Source: an optimization exercise on an open RTL-to-GDS flow (aim: a short achievable clock period and few clock cycles). Production flows keep margins and buffers that such runs may drop. Function was checked by simulation only, so behaviour that the tests miss may differ from the original. Power is estimated from default activity; no workload was simulated.

==> inputs of job 2360 <==
// CPU
module CPU (
    input         clk,
    input         reset,
    output [15:0] imem_addr,
    input  [15:0] imem_data,
    output [15:0] dmem_addr,
    output [15:0] dmem_wdata,
    output        dmem_we,
    output        dmem_re,
    input  [15:0] dmem_rdata,
    output        halt
);
    function automatic [17:0] ks17(input [16:0] a, input [16:0] b, input cin);
        reg [16:0] g, p, gn_, pn_;
        integer s, j;
        begin
            g = a & b;
            p = a ^ b;
            g[0] = g[0] | (p[0] & cin);
            gn_ = g;
            pn_ = p;
            for (s = 1; s < 17; s = s * 2) begin
                for (j = 16; j >= 0; j = j - 1) begin
                    if (j >= s) begin
                        gn_[j] = gn_[j] | (pn_[j] & gn_[j - s]);
                        pn_[j] = pn_[j] & pn_[j - s];
                    end
                end
            end
            ks17[0] = p[0] ^ cin;
            for (j = 1; j < 17; j = j + 1)
                ks17[j] = p[j] ^ gn_[j - 1];
            ks17[17] = gn_[16];
        end
    endfunction
    reg [15:0] pc_q;
    reg [15:0] ir;
    reg        ir_v;
    reg [15:0] ir_pc2;
    reg [15:0] ir_pc;
    reg        ir_pred;            
    reg [1:0]  bt_v;
    reg        bt_rr;
    reg [15:0] bt_pc [0:1];
    reg [15:0] bt_tg [0:1];
    reg [2:0]  bt_rs [0:1];
    reg [2:0]  bt_rt [0:1];
    reg [1:0]  bt_bg;
    reg [15:0] gpr [1:7];
    reg [7:1]  gv;
    reg [15:0] ra_q, at_q, hi_q, lo_q;
    reg        ra_v, at_v, hi_v, lo_v;
    reg        hi_ng, lo_ng;       
    reg [15:0] m_addr, m_wdata;
    reg        m_we, m_re;
    reg [2:0]  m_ld_rt;
    reg        halt_q;
    reg        dv_busy;
    reg [2:0]  dv_cnt;
    reg        dv_qneg, dv_rneg;
  ...
clock: 35.0 ns
lec_check: 0
cap_margin: 20
core_margin: 2
core_utilization: 50
slew_margin: 20
standard.sh (not shown) runs the stock make flow with config.mk's settings and CLKGATE_MAP_FILE= SYNTH_SCRIPT=/design/flow/synth_recipe.tcl, a recipe that flattens the netlist after the stock synthesis.
==> flow/flow/run.sh <==
#!/bin/bash
# Standard ORFS layout (the standard.sh, standard synthesis unchanged) with
# setup repair pushed further: the repair steps aim for this much setup
# slack at the design's clock period and constraints (SDC unchanged).
set -euo pipefail
export SETUP_SLACK_MARGIN=${SETUP_SLACK_MARGIN_OVERRIDE:-27}
bash standard.sh > standard.log 2>&1
==> job 3971: changes against job 2360 <==
--- a/flow/config.mk
+++ b/flow/config.mk
@@ -9,3 +9,3 @@
 export CORE_MARGIN = 2
-export CORE_UTILIZATION = 50
+export CORE_UTILIZATION = 30
 export SLEW_MARGIN = 20
==> summary of the runs <==
Count of clock-buffer cells in the layout: job 3971 is lower than job 2360 (8).
Against job 3971, the die area of job 2360 is lower by 40%.
Synthesized cell count is the same in job 3971 and job 2360.
Sequential share of layout area: job 3971 is lower than job 2360 (0.41 points).
Of job 3971 and job 2360, job 2360 has the higher clock skew (gap 5.9 ps).
Of job 2360 and job 3971, job 3971 has the higher clock power (gap about 3%, measured against job 3971).
==> figures <==
item	job 2360	job 3971
Run status	timing/DRC/antenna clean	timing/DRC/antenna clean
Slew Limit Headroom	18.4%	14.7%
Fraction of the cycle the final worst path needs	23.7%	23.9%
Setup slack at placement	24480 ps	24360 ps
Highest cell delay on the worst timing path	460 ps	510 ps
Area growth, synth to finish	19.2%	21.7%
Post-layout worst setup margin	26700 ps	26630 ps
Source of the worst register-to-register timing path	ir[7]$_DFFE_PP_	ir[10]$_DFFE_PP_
Max rail drop VDD	0.0611 mV	0.0532 mV
Fraction of layout instances using a drive strength above 1	18.7%	19.1%
Placer's final routability congestion estimate	1.09	1.02
Clock buf/inv share	2.99%	3.07%
Power spent charging and discharging nets	2730 µW	2730 µW
Testbench counts of job 2360, summed over its fixed seeds: cycles 188,084.
Testbench counts of job 3971, summed over its fixed seeds: cycles 188,084.

---

==> v6: inputs <==
==> flow/design.v <==
`timescale 1ns / 1ps
module CPU (
    input         clk,
    input         reset,
    output [15:0] imem_addr,
    input  [15:0] imem_data,
    output [15:0] dmem_addr,
    output [15:0] dmem_wdata,
    output        dmem_we,
    output        dmem_re,
    input  [15:0] dmem_rdata,
    output        halt
);
    function automatic [17:0] ks17(input [16:0] a, input [16:0] b, input cin);
        reg [16:0] g, p, gn_, pn_;
        integer s, j;
        begin
            g = a & b;
            p = a ^ b;
            g[0] = g[0] | (p[0] & cin);
            gn_ = g;
            pn_ = p;
            for (s = 1; s < 17; s = s * 2) begin
                for (j = 16; j >= 0; j = j - 1) begin
                    if (j >= s) begin
                        gn_[j] = gn_[j] | (pn_[j] & gn_[j - s]);
                        pn_[j] = pn_[j] & pn_[j - s];
                    end
                end
            end
            ks17[0] = p[0] ^ cin;
            for (j = 1; j < 17; j = j + 1)
                ks17[j] = p[j] ^ gn_[j - 1];
            ks17[17] = gn_[16];
        end
    endfunction
    reg [15:0] pc_q;
    reg [15:0] ir;
    reg        ir_v;
    reg [15:0] ir_pc2;
    reg [15:0] gpr [1:7];
    reg [7:1]  gv;
    reg [15:0] ra_q, at_q, hi_q, lo_q;
    reg        ra_v, at_v, hi_v, lo_v;
    reg        hi_ng, lo_ng;       
    reg [15:0] m_addr, m_wdata;
    reg        m_we, m_re;
    reg [2:0]  m_ld_rt;
    reg        halt_q;
    reg        dv_busy;
    reg [2:0]  dv_cnt;
    reg        dv_qneg, dv_rneg;
    reg [15:0] dv_rem, dv_quo, dv_dvs;
    wire [3:0] op   = ir[15:12];
    wire [2:0] rs   = ir[11:9];
    wire [2:0] rt   = ir[8:6];
    wire [2:0] rd   = ir[5:3];
    wire [2:0] fn   = ir[2:0];
    wire [15:0] imm = {{10{ir[5]}}, ir[5:0]};
    wire [15:0] A = (rs != 3'd0 && gv[rs]) ? gpr[rs] : 16'h0000;
    wire [15:0] B = (rt != 3'd0 && gv[rt]) ? gpr[rt] : 16'h0000;
    wire is_r0   = (op == 4'h0);
    wire is_r1   = (op == 4'h1);
    wire is_sh_o = (op == 4'h2);
    wire is_addi = (op == 4'h3);
    wire is_slti = (op == 4'h4);
    wire is_bneq = (op == 4'h5);
    wire is_bgtz = (op == 4'h6);
    wire is_lh   = (op == 4'h8);
    wire is_sh   = (op == 4'h9);
    wire is_mfsr = (op == 4'hA);
    wire is_mtsr = (op == 4'hB);
    wire is_halt = (op == 4'hF);
    wire is_rr   = is_r0 | is_r1;
    wire is_mul  = is_rr & (fn == 3'd2);
    wire is_div  = is_rr & (fn == 3'd3);
    wire is_jr   = is_r1 & (fn == 3'd7);
    wire uses_rs = is_rr | is_sh_o | is_addi | is_slti | is_bneq | is_bgtz | is_lh | is_sh;
    wire uses_rt = (is_rr & ~is_jr) | is_sh_o | is_bneq | is_sh | is_mtsr;
    wire hilo_use = is_mul | is_div |
                    ((is_mfsr | is_mtsr) & (fn == 3'd4 || fn == 3'd5));
    wire ld_hazard = (m_ld_rt != 3'd0) &&
                     ((uses_rs && rs == m_ld_rt) || (uses_rt && rt == m_ld_rt));
    wire dv_hazard = dv_busy & hilo_use;
    wire x_stall   = ir_v & (ld_hazard | dv_hazard);
    wire x_go      = ir_v & ~ld_hazard & ~dv_hazard & ~halt_q;
    wire x_halt    = x_go & is_halt;
    wire [17:0] add_ab = ks17({1'b0, A}, {1'b0, B}, 1'b0);
    wire [17:0] sub_ab = ks17({1'b0, A}, {1'b1, ~B}, 1'b1);
    wire [17:0] add_ai = ks17({1'b0, A}, {1'b0, imm}, 1'b0);
    wire [17:0] sub_ai = ks17({1'b0, A}, {1'b1, ~imm}, 1'b1);
    wire [15:0] sum   = add_ab[15:0];
    wire [15:0] diff  = sub_ab[15:0];
    wire [15:0] sumi  = add_ai[15:0];
    wire        slt_u = sub_ab[16];
    wire        slt_s = (A[15] ^ B[15]) ? A[15] : sub_ab[15];
    wire        sltis = (A[15] ^ imm[15]) ? A[15] : sub_ai[15];
    reg [15:0] shres;
    always @(*) begin
        case (fn)
            3'd0: shres = B >> A[3:0];
            3'd1: shres = B << A[3:0];
            3'd2: shres = (B >> A[3:0]) | (B << (5'd16 - {1'b0, A[3:0]}));
            3'd3: shres = (B << A[3:0]) | (B >> (5'd16 - {1'b0, A[3:0]}));
            default: shres = 16'h0000;
        endcase
    end
    wire [17:0] hi_neg = ks17(17'h00000, {1'b1, ~hi_q}, 1'b1);
    wire [17:0] lo_neg = ks17(17'h00000, {1'b1, ~lo_q}, 1'b1);
    wire [15:0] hi_val = ~hi_v ? 16'h0000 : hi_ng ? hi_neg[15:0] : hi_q;
    wire [15:0] lo_val = ~lo_v ? 16'h0000 : lo_ng ? lo_neg[15:0] : lo_q;
    reg [15:0] special;
    always @(*) begin
        case (fn)
            3'd1: special = ir_pc2;
            3'd2: special = ra_v ? ra_q : 16'h0000;
            3'd3: special = at_v ? at_q : 16'h0000;
            3'd4: special = hi_val;
            3'd5: special = lo_val;
            default: special = 16'h0000;
        endcase
    end
    reg [15:0] xres;
    always @(*) begin
        xres = 16'h0000;
        if (is_r0) begin
            case (fn)
                3'd0: xres = sum;
                3'd1: xres = diff;
                3'd4: xres = A & B;
                3'd5: xres = A | B;
                3'd6: xres = ~(A | B);
                3'd7: xres = A ^ B;
                default: xres = 16'h0000;
            endcase
        end else if (is_r1) begin
            case (fn)
                3'd0: xres = sum;
                3'd1: xres = diff;
                3'd4: xres = {15'h0, slt_s};
                3'd5: xres = {15'h0, A == B};
                3'd6: xres = {15'h0, slt_u};
                default: xres = 16'h0000;
            endcase
        end else if (is_sh_o) begin
            xres = shres;
        end else if (is_addi) begin
            xres = sumi;
        end else if (is_slti) begin
            xres = {15'h0, sltis};
        end else if (is_mfsr) begin
            xres = special;
        end
    end
    wire       x_wr   = is_r0 | (is_r1 & ~is_jr) | is_sh_o | is_addi | is_slti | is_mfsr;
    wire [2:0] x_dst  = (is_addi | is_slti) ? rt : rd;
    wire       x_wen  = x_go & x_wr & (x_dst != 3'd0);
    wire        msg = is_r1;
    wire [33:0] prod = $signed({msg & A[15], A}) * $signed({msg & B[15], B});
    wire        b_ne     = (A != B);
    wire        b_gt     = ~A[15] & (A != 16'h0000);
    wire [17:0] b_sum    = ks17({1'b0, ir_pc2}, {1'b0, imm[14:0], 1'b0}, 1'b0);
    wire        b_take   = ((is_bneq & b_ne) | (is_bgtz & b_gt)) & (ir[5:0] != 6'd0);
    wire        jr_take  = is_jr & (A != ir_pc2);
    wire        redirect = x_go & (b_take | jr_take);
    wire [15:0] x_next   = is_jr ? A : b_sum[15:0];
    wire [15:0] seq    = pc_q + 16'd2;
    wire        f_isj  = (imem_data[15:12] == 4'h7);
    wire [15:0] f_next = f_isj ? {seq[15:13], imem_data[11:0], 1'b0} : seq;
    wire f_hold = halt_q | x_halt;
    wire f_adv  = ~f_hold & ~x_stall & ~redirect;
    wire ld_wen = m_re & (m_ld_rt != 3'd0);
    wire        dsg   = is_r1;
    wire        a_neg = dsg & A[15];
    wire        b_neg = dsg & B[15];
    wire [17:0] a_ng  = ks17(17'h00000, {1'b1, ~A}, 1'b1);
    wire [17:0] b_ng  = ks17(17'h00000, {1'b1, ~B}, 1'b1);
    wire [15:0] a_abs = a_neg ? a_ng[15:0] : A;
    wire [15:0] b_abs = b_neg ? b_ng[15:0] : B;
    wire        b_z   = (B == 16'h0000);
    reg  [7:0]  lt;
    reg  [17:0] cm;
    integer m;
    always @(*) begin
        for (m = 0; m < 8; m = m + 1) begin
            cm    = ks17({1'b0, a_abs >> (2 * m)}, {1'b1, ~b_abs}, 1'b1);
            lt[m] = cm[16];
        end
    end
    wire        dv_x  = b_z | lt[0];                 
    reg  [2:0]  dv_n;            
    reg  [15:0] dv_r0, dv_q0;
    always @(*) begin
        dv_n  = 3'd7;
        dv_r0 = 16'h0000;
        dv_q0 = a_abs;
        for (m = 7; m >= 1; m = m - 1) begin
            if (lt[m]) begin
                dv_n  = m - 1;
                dv_r0 = a_abs >> (2 * m);
                dv_q0 = a_abs << (16 - 2 * m);
            end
        end
    end
    reg [15:0] st_rem, st_quo;
    reg [16:0] st_t;
    reg [17:0] st_d;
    integer k;
    always @(*) begin
        st_rem = dv_rem;
        st_quo = dv_quo;
        for (k = 0; k < 2; k = k + 1) begin
            st_t   = {st_rem, st_quo[15]};
            st_quo = {st_quo[14:0], 1'b0};
            st_d   = ks17(st_t, {1'b1, ~dv_dvs}, 1'b1);
            if (st_d[17]) begin
                st_t      = st_d[16:0];
                st_quo[0] = 1'b1;
            end
            st_rem = st_t[15:0];
        end
    end
    wire dv_last = dv_busy & (dv_cnt == 3'd0);
    integer i;
    always @(posedge clk or posedge reset) begin
        if (reset) begin
            pc_q    <= 16'h0000;
            ir_v    <= 1'b0;
            gv      <= 7'h00;
            ra_v    <= 1'b0;
            at_v    <= 1'b0;
            hi_v    <= 1'b0;
            lo_v    <= 1'b0;
            m_we    <= 1'b0;
            m_re    <= 1'b0;
            m_ld_rt <= 3'd0;
            halt_q  <= 1'b0;
            dv_busy <= 1'b0;
        end else begin
            if (f_hold) begin
                ir_v <= 1'b0;
            end else if (redirect) begin
                ir_v <= 1'b0;
                pc_q <= x_next;
            end else if (!x_stall) begin
                ir_v <= 1'b1;
                pc_q <= f_next;
            end
            for (i = 1; i < 8; i = i + 1)
                if ((x_wen && x_dst == i) || (ld_wen && m_ld_rt == i))
                    gv[i] <= 1'b1;
            m_we    <= x_go & is_sh;
            m_re    <= x_go & is_lh;
            m_ld_rt <= (x_go & is_lh) ? rt : 3'd0;
            if (x_halt) halt_q <= 1'b1;
            if (x_go & is_mtsr) begin
                case (fn)
                    3'd2: ra_v <= 1'b1;
                    3'd3: at_v <= 1'b1;
                    3'd4: hi_v <= 1'b1;
                    3'd5: lo_v <= 1'b1;
                    default: ;
                endcase
            end
            if (x_go & (is_mul | is_div)) begin
                hi_v <= 1'b1;
                lo_v <= 1'b1;
            end
            if (x_go & is_div & ~dv_x)
                dv_busy <= 1'b1;
            else if (dv_last)
                dv_busy <= 1'b0;
        end
    end
    always @(posedge clk) begin
        if (f_adv) begin
            ir     <= imem_data;
            ir_pc2 <= seq;
        end
        for (i = 1; i < 8; i = i + 1) begin
            if (x_wen && x_dst == i)
                gpr[i] <= xres;
            else if (ld_wen && m_ld_rt == i)
                gpr[i] <= dmem_rdata;
        end
        m_addr  <= sumi;
        m_wdata <= B;
        if (x_go & is_mtsr) begin
            case (fn)
                3'd2: ra_q <= B;
                3'd3: at_q <= B;
                3'd4: begin hi_q <= B; hi_ng <= 1'b0; end
                3'd5: begin lo_q <= B; lo_ng <= 1'b0; end
                default: ;
            endcase
        end
        if (x_go & is_mul) begin
            hi_q  <= prod[31:16];
            lo_q  <= prod[15:0];
            hi_ng <= 1'b0;
            lo_ng <= 1'b0;
        end
        if (x_go & is_div) begin
            dv_qneg <= a_neg ^ b_neg;
            dv_rneg <= a_neg;
            dv_dvs  <= b_abs;
            if (dv_x) begin
                hi_q  <= b_z ? 16'h0000 : A;
                lo_q  <= 16'h0000;
                hi_ng <= 1'b0;
                lo_ng <= 1'b0;
            end else begin
                dv_cnt <= dv_n;
                dv_rem <= dv_r0;
                dv_quo <= dv_q0;
            end
        end else if (dv_busy) begin
            dv_cnt <= dv_cnt - 3'd1;
            dv_rem <= st_rem;
            dv_quo <= st_quo;
            if (dv_last) begin
                hi_q  <= st_rem;
                lo_q  <= st_quo;
                hi_ng <= dv_rneg;
                lo_ng <= dv_qneg;
            end
        end
    end
    assign imem_addr  = pc_q;
    assign dmem_addr  = m_addr;
    assign dmem_wdata = m_wdata;
    assign dmem_we    = m_we;
    assign dmem_re    = m_re;
    assign halt       = halt_q;
endmodule
==> flow/flow/run.sh <==
#!/bin/bash
# Standard ORFS layout (the standard.sh, standard synthesis unchanged) with
# setup repair pushed further: the repair steps aim for this much setup
# slack at the design's clock period and constraints (SDC unchanged).
set -euo pipefail
export SETUP_SLACK_MARGIN=${SETUP_SLACK_MARGIN_OVERRIDE:-27}
bash standard.sh > standard.log 2>&1
==> flow/standard.sh <==
#!/bin/bash
# synth_recipe.tcl (not shown) runs the flow's synth.tcl, then flattens the netlist and writes it again
# the make line also repeats each setting of config.mk as NAME=value (left out here)
make -C /OpenROAD-flow-scripts/flow DESIGN_CONFIG=/design/flow/config.mk WORK_HOME=/design/flow/orfs CLKGATE_MAP_FILE= SYNTH_SCRIPT=/design/flow/synth_recipe.tcl "${@:-finish}"
==> flow/config.mk <==
export PLATFORM = sky130hd
export DESIGN_NAME = CPU
export DESIGN_NICKNAME = CPU
export VERILOG_FILES = /design/flow/design.v
export SDC_FILE = /design/flow/constraint.sdc
export NUM_CORES = 4
export LEC_CHECK = 0
export CAP_MARGIN = 20
export CORE_MARGIN = 2
export CORE_UTILIZATION = 30
export SLEW_MARGIN = 20
==> flow/constraint.sdc <==
create_clock -name core_clock -period 35.0 [get_ports {clk}]
set_input_delay 7.0000 -clock core_clock [delete_from_list [all_inputs] [get_ports {clk}]]
set_output_delay 7.0000 -clock core_clock [all_outputs]
set_load 0.01 [all_outputs]
==> v16 (differences from v6) <==
--- a/flow/design.v
+++ b/flow/design.v
@@ -39,4 +39,14 @@
     reg        ir_v;
     reg [15:0] ir_pc2;
+    reg [15:0] ir_pc;
+    reg        ir_pred;            
+    reg        ir_hit;             
+    reg [1:0]  bt_v;
+    reg        bt_rr;
+    reg [15:0] bt_pc [0:1];
+    reg [15:0] bt_tg [0:1];
+    reg [2:0]  bt_rs [0:1];
+    reg [2:0]  bt_rt [0:1];
+    reg [1:0]  bt_bg;
     reg [15:0] gpr [1:7];
     reg [7:1]  gv;
@@ -48,4 +58,6 @@
     reg [2:0]  m_ld_rt;
     reg        halt_q;
+    reg        mu_busy;
+    reg [16:0] mu_a, mu_b;
     reg        dv_busy;
     reg [2:0]  dv_cnt;
@@ -82,5 +94,5 @@
     wire ld_hazard = (m_ld_rt != 3'd0) &&
                      ((uses_rs && rs == m_ld_rt) || (uses_rt && rt == m_ld_rt));
-    wire dv_hazard = dv_busy & hilo_use;
+    wire dv_hazard = (dv_busy | mu_busy) & hilo_use;
     wire x_stall   = ir_v & (ld_hazard | dv_hazard);
     wire x_go      = ir_v & ~ld_hazard & ~dv_hazard & ~halt_q;
@@ -157,18 +169,55 @@
     wire       x_wen  = x_go & x_wr & (x_dst != 3'd0);
     wire        msg = is_r1;
-    wire [33:0] prod = $signed({msg & A[15], A}) * $signed({msg & B[15], B});
+    wire [33:0] prod = $signed(mu_a) * $signed(mu_b);
     wire        b_ne     = (A != B);
     wire        b_gt     = ~A[15] & (A != 16'h0000);
     wire [17:0] b_sum    = ks17({1'b0, ir_pc2}, {1'b0, imm[14:0], 1'b0}, 1'b0);
-    wire        b_take   = ((is_bneq & b_ne) | (is_bgtz & b_gt)) & (ir[5:0] != 6'd0);
+    wire        b_take   = (is_bneq & b_ne) | (is_bgtz & b_gt);
+    wire        b_fix    = (is_bneq | is_bgtz) & (b_take != ir_pred) & (ir[5:0] != 6'd0);
     wire        jr_take  = is_jr & (A != ir_pc2);
-    wire        redirect = x_go & (b_take | jr_take);
-    wire [15:0] x_next   = is_jr ? A : b_sum[15:0];
+    wire        redirect = x_go & (b_fix | jr_take);
+    wire [15:0] x_next   = is_jr ? A : b_take ? b_sum[15:0] : ir_pc2;
+    wire        bt_new   = x_go & (is_bneq | is_bgtz) & b_take & ~ir_hit & ir[5];
+    wire ld_wen = m_re & (m_ld_rt != 3'd0);
+    reg [15:0] gn [0:7];
+    reg [7:0]  gk;                  
+    integer p;
+    always @(*) begin
+        gn[0] = 16'h0000;
+        gk[0] = 1'b1;
+        for (p = 1; p < 8; p = p + 1) begin
+            if (x_wen && x_dst == p) begin
+                gn[p] = xres;
+                gk[p] = 1'b1;
+            end else begin
+                gn[p] = gv[p] ? gpr[p] : 16'h0000;
+                gk[p] = ~(ld_wen && m_ld_rt == p) & ~(x_go && is_lh && rt == p);
+            end
+        end
+    end
+    wire        bh0   = bt_v[0] & (bt_pc[0] == pc_q);
+    wire        bh1   = bt_v[1] & (bt_pc[1] == pc_q);
+    wire [2:0]  e_rs  = bh1 ? bt_rs[1] : bt_rs[0];
+    wire [2:0]  e_rt  = bh1 ? bt_rt[1] : bt_rt[0];
+    wire        e_bg  = bh1 ? bt_bg[1] : bt_bg[0];
+    wire [15:0] e_tg  = bh1 ? bt_tg[1] : bt_tg[0];
+    wire [15:0] e_a   = gn[e_rs];
+    wire [15:0] e_b   = gn[e_rt];
+    wire        e_tk  = e_bg ? (~e_a[15] & (e_a != 16'h0000)) : (e_a != e_b);
+    wire        e_kn  = gk[e_rs] & (e_bg | gk[e_rt]);
+    wire        f_pred = (bh0 | bh1) & e_kn & e_tk;
     wire [15:0] seq    = pc_q + 16'd2;
     wire        f_isj  = (imem_data[15:12] == 4'h7);
-    wire [15:0] f_next = f_isj ? {seq[15:13], imem_data[11:0], 1'b0} : seq;
+    wire [15:0] f_seq  = f_pred ? e_tg : seq;
+    wire        f_hit  = bh0 | bh1;
+    wire        f_bt   = ((imem_data[15:12] == 4'h5) | (imem_data[15:12] == 4'h6)) &
+                         imem_data[5] & ~(f_hit & e_kn);
+    wire [7:0]  f_blo  = {1'b0, seq[6:0]} + {1'b0, imem_data[5:0], 1'b0};
+    wire [8:0]  seq_hm = seq[15:7] - 9'd1;
+    wire [15:0] f_btg  = {f_blo[7] ? seq[15:7] : seq_hm, f_blo[6:0]};
+    wire [15:0] f_next = f_isj ? {seq[15:13], imem_data[11:0], 1'b0} :
+                         f_bt  ? f_btg : f_seq;
     wire f_hold = halt_q | x_halt;
     wire f_adv  = ~f_hold & ~x_stall & ~redirect;
-    wire ld_wen = m_re & (m_ld_rt != 3'd0);
     wire        dsg   = is_r1;
     wire        a_neg = dsg & A[15];
@@ -237,5 +286,12 @@
             halt_q  <= 1'b0;
             dv_busy <= 1'b0;
+            mu_busy <= 1'b0;
+            bt_v    <= 2'b00;
+            bt_rr   <= 1'b0;
         end else begin
+            if (bt_new) begin
+                bt_v[bt_rr] <= 1'b1;
+                bt_rr       <= ~bt_rr;
+            end
             if (f_hold) begin
                 ir_v <= 1'b0;
@@ -267,4 +323,5 @@
                 lo_v <= 1'b1;
             end
+            mu_busy <= x_go & is_mul;
             if (x_go & is_div & ~dv_x)
                 dv_busy <= 1'b1;
@@ -277,4 +334,7 @@
             ir     <= imem_data;
             ir_pc2 <= seq;
+            ir_pc  <= pc_q;
+            ir_pred <= f_pred | f_bt;
+            ir_hit  <= f_hit;
         end
         for (i = 1; i < 8; i = i + 1) begin
@@ -284,4 +344,11 @@
                 gpr[i] <= dmem_rdata;
         end
+        if (bt_new) begin
+            bt_pc[bt_rr] <= ir_pc;
+            bt_tg[bt_rr] <= b_sum[15:0];
+            bt_rs[bt_rr] <= rs;
+            bt_rt[bt_rr] <= rt;
+            bt_bg[bt_rr] <= is_bgtz;
+        end
         m_addr  <= sumi;
         m_wdata <= B;
@@ -296,4 +363,8 @@
         end
         if (x_go & is_mul) begin
+            mu_a <= {msg & A[15], A};
+            mu_b <= {msg & B[15], B};
+        end
+        if (mu_busy) begin
             hi_q  <= prod[31:16];
             lo_q  <= prod[15:0];
- CORE_UTILIZATION: 30 -> 40
==> v32 (differences from v6) <==
--- a/flow/design.v
+++ b/flow/design.v
@@ -39,4 +39,14 @@
     reg        ir_v;
     reg [15:0] ir_pc2;
+    reg [15:0] ir_pc;
+    reg        ir_pred;            
+    reg        ir_hit;             
+    reg [1:0]  bt_v;
+    reg        bt_rr;
+    reg [15:0] bt_pc [0:1];
+    reg [15:0] bt_tg [0:1];
+    reg [2:0]  bt_rs [0:1];
+    reg [2:0]  bt_rt [0:1];
+    reg [1:0]  bt_bg;
     reg [15:0] gpr [1:7];
     reg [7:1]  gv;
@@ -48,4 +58,6 @@
     reg [2:0]  m_ld_rt;
     reg        halt_q;
+    reg        mu_busy;
+    reg [16:0] mu_a, mu_b;
     reg        dv_busy;
     reg [2:0]  dv_cnt;
@@ -82,5 +94,5 @@
     wire ld_hazard = (m_ld_rt != 3'd0) &&
                      ((uses_rs && rs == m_ld_rt) || (uses_rt && rt == m_ld_rt));
-    wire dv_hazard = dv_busy & hilo_use;
+    wire dv_hazard = (dv_busy | mu_busy) & hilo_use;
     wire x_stall   = ir_v & (ld_hazard | dv_hazard);
     wire x_go      = ir_v & ~ld_hazard & ~dv_hazard & ~halt_q;
@@ -157,18 +169,55 @@
     wire       x_wen  = x_go & x_wr & (x_dst != 3'd0);
     wire        msg = is_r1;
-    wire [33:0] prod = $signed({msg & A[15], A}) * $signed({msg & B[15], B});
+    wire [33:0] prod = $signed(mu_a) * $signed(mu_b);
     wire        b_ne     = (A != B);
     wire        b_gt     = ~A[15] & (A != 16'h0000);
     wire [17:0] b_sum    = ks17({1'b0, ir_pc2}, {1'b0, imm[14:0], 1'b0}, 1'b0);
-    wire        b_take   = ((is_bneq & b_ne) | (is_bgtz & b_gt)) & (ir[5:0] != 6'd0);
+    wire        b_take   = (is_bneq & b_ne) | (is_bgtz & b_gt);
+    wire        b_fix    = (is_bneq | is_bgtz) & (b_take != ir_pred) & (ir[5:0] != 6'd0);
     wire        jr_take  = is_jr & (A != ir_pc2);
-    wire        redirect = x_go & (b_take | jr_take);
-    wire [15:0] x_next   = is_jr ? A : b_sum[15:0];
+    wire        redirect = x_go & (b_fix | jr_take);
+    wire [15:0] x_next   = is_jr ? A : b_take ? b_sum[15:0] : ir_pc2;
+    wire        bt_new   = x_go & (is_bneq | is_bgtz) & b_take & ~ir_hit & ir[5];
+    wire ld_wen = m_re & (m_ld_rt != 3'd0);
+    reg [15:0] gn [0:7];
+    reg [7:0]  gk;                  
+    integer p;
+    always @(*) begin
+        gn[0] = 16'h0000;
+        gk[0] = 1'b1;
+        for (p = 1; p < 8; p = p + 1) begin
+            if (x_wen && x_dst == p) begin
+                gn[p] = xres;
+                gk[p] = 1'b1;
+            end else begin
+                gn[p] = gv[p] ? gpr[p] : 16'h0000;
+                gk[p] = ~(ld_wen && m_ld_rt == p) & ~(x_go && is_lh && rt == p);
+            end
+        end
+    end
+    wire        bh0   = bt_v[0] & (bt_pc[0] == pc_q);
+    wire        bh1   = bt_v[1] & (bt_pc[1] == pc_q);
+    wire [2:0]  e_rs  = bh1 ? bt_rs[1] : bt_rs[0];
+    wire [2:0]  e_rt  = bh1 ? bt_rt[1] : bt_rt[0];
+    wire        e_bg  = bh1 ? bt_bg[1] : bt_bg[0];
+    wire [15:0] e_tg  = bh1 ? bt_tg[1] : bt_tg[0];
+    wire [15:0] e_a   = gn[e_rs];
+    wire [15:0] e_b   = gn[e_rt];
+    wire        e_tk  = e_bg ? (~e_a[15] & (e_a != 16'h0000)) : (e_a != e_b);
+    wire        e_kn  = gk[e_rs] & (e_bg | gk[e_rt]);
+    wire        f_pred = (bh0 | bh1) & e_kn & e_tk;
     wire [15:0] seq    = pc_q + 16'd2;
     wire        f_isj  = (imem_data[15:12] == 4'h7);
-    wire [15:0] f_next = f_isj ? {seq[15:13], imem_data[11:0], 1'b0} : seq;
+    wire [15:0] f_seq  = f_pred ? e_tg : seq;
+    wire        f_hit  = bh0 | bh1;
+    wire        f_bt   = ((imem_data[15:12] == 4'h5) | (imem_data[15:12] == 4'h6)) &
+                         imem_data[5] & ~(f_hit & e_kn);
+    wire [7:0]  f_blo  = {1'b0, seq[6:0]} + {1'b0, imem_data[5:0], 1'b0};
+    wire [8:0]  seq_hm = seq[15:7] - 9'd1;
+    wire [15:0] f_btg  = {f_blo[7] ? seq[15:7] : seq_hm, f_blo[6:0]};
+    wire [15:0] f_next = f_isj ? {seq[15:13], imem_data[11:0], 1'b0} :
+                         f_bt  ? f_btg : f_seq;
     wire f_hold = halt_q | x_halt;
     wire f_adv  = ~f_hold & ~x_stall & ~redirect;
-    wire ld_wen = m_re & (m_ld_rt != 3'd0);
     wire        dsg   = is_r1;
     wire        a_neg = dsg & A[15];
@@ -237,5 +286,12 @@
             halt_q  <= 1'b0;
             dv_busy <= 1'b0;
+            mu_busy <= 1'b0;
+            bt_v    <= 2'b00;
+            bt_rr   <= 1'b0;
         end else begin
+            if (bt_new) begin
+                bt_v[bt_rr] <= 1'b1;
+                bt_rr       <= ~bt_rr;
+            end
             if (f_hold) begin
                 ir_v <= 1'b0;
@@ -267,4 +323,5 @@
                 lo_v <= 1'b1;
             end
+            mu_busy <= x_go & is_mul;
             if (x_go & is_div & ~dv_x)
                 dv_busy <= 1'b1;
@@ -277,4 +334,7 @@
             ir     <= imem_data;
             ir_pc2 <= seq;
+            ir_pc  <= pc_q;
+            ir_pred <= f_pred | f_bt;
+            ir_hit  <= f_hit;
         end
         for (i = 1; i < 8; i = i + 1) begin
@@ -284,4 +344,11 @@
                 gpr[i] <= dmem_rdata;
         end
+        if (bt_new) begin
+            bt_pc[bt_rr] <= ir_pc;
+            bt_tg[bt_rr] <= b_sum[15:0];
+            bt_rs[bt_rr] <= rs;
+            bt_rt[bt_rr] <= rt;
+            bt_bg[bt_rr] <= is_bgtz;
+        end
         m_addr  <= sumi;
         m_wdata <= B;
@@ -296,4 +363,8 @@
         end
         if (x_go & is_mul) begin
+            mu_a <= {msg & A[15], A};
+            mu_b <= {msg & B[15], B};
+        end
+        if (mu_busy) begin
             hi_q  <= prod[31:16];
             lo_q  <= prod[15:0];
--- a/flow/flow/run.sh
+++ b/flow/flow/run.sh
@@ -4,4 +4,4 @@
 # slack at the design's clock period and constraints (SDC unchanged).
 set -euo pipefail
-export SETUP_SLACK_MARGIN=${SETUP_SLACK_MARGIN_OVERRIDE:-27}
+export SETUP_SLACK_MARGIN=${SETUP_SLACK_MARGIN_OVERRIDE:-27.5}
 bash standard.sh > standard.log 2>&1
- CORE_UTILIZATION: 30 -> 50
==> impl_metrics.tcl <==
set metrics [dict create \
    p_seq_share_pct 17.9 \
    clk_latency_ns 0.73 \
    p_int_mw 2.233 \
    seq_cell_count 461 \
    status "timing/DRC/antenna clean" \
]
(the above is from v32)
==> impl_metrics.tcl <==
set metrics [dict create \
    status "timing/DRC/antenna clean" \
    p_seq_share_pct 18.3 \
    clk_latency_ns 0.72 \
    seq_cell_count 461 \
    synth-edff-count 356 \
]
(the above is from v16)
==> impl_metrics.tcl <==
set metrics [dict create \
    status "timing/DRC/antenna clean" \
    seq_cell_count 330 \
    powerDensity_mw_per_mm2 89.03 \
    clk_latency_ns 0.65 \
    p_int_mw 1.908 \
    io_buffer_count 84 \
    synth-xor-area-share_pct 4.110 \
    nWellTaps 1742 \
]
(the above is from v6)
Testbench counts of v6, summed over its fixed seeds: cycles 196,437.
Testbench counts of v16, summed over its fixed seeds: cycles 185,761.
Testbench counts of v32, summed over its fixed seeds: cycles 185,761.

[re-timing with driven ports]
No port has a modelled driver above. Below, the same layouts with a new extraction and two added sets of constraints. Step 1 (the two cells are an assumption about what drives the block):
set clk [get_ports {clk}]
set_driving_cell -lib_cell sky130_fd_sc_hd__clkbuf_16 $clk
set_driving_cell -lib_cell sky130_fd_sc_hd__buf_2 [delete_from_list [all_inputs] $clk]
Step 2 times the ports against the registers' clock, not the clock port: input delays grow and output delays shrink by t, the midpoint of the rising clock arrivals with the driver on. a / b / c = ideal / step 1 / step 2; a / b = the first two.
run	shift t [ns]	setup WS [ns]	worst register clock-pin slew, ns	cell pins on the clock port's net
job 2360	0.726	26.698 / 26.626 / 26.324	0.07 / 0.07	1
job 3971	0.736	26.631 / 26.557 / 26.389	0.08 / 0.08	1
v6	0.701	26.598 / 26.598 / 26.357	0.08 / 0.08	1
v16	0.758	25.822 / 25.850 / 25.093	0.07 / 0.07	1
v32	0.766	25.894 / 25.929 / 25.163	0.07 / 0.07	1
After both steps every run listed still meets setup and hold. For v32, which loses most, drivers alone change the setup slack by +0.035 ns; drivers and shift together by -0.731 ns.
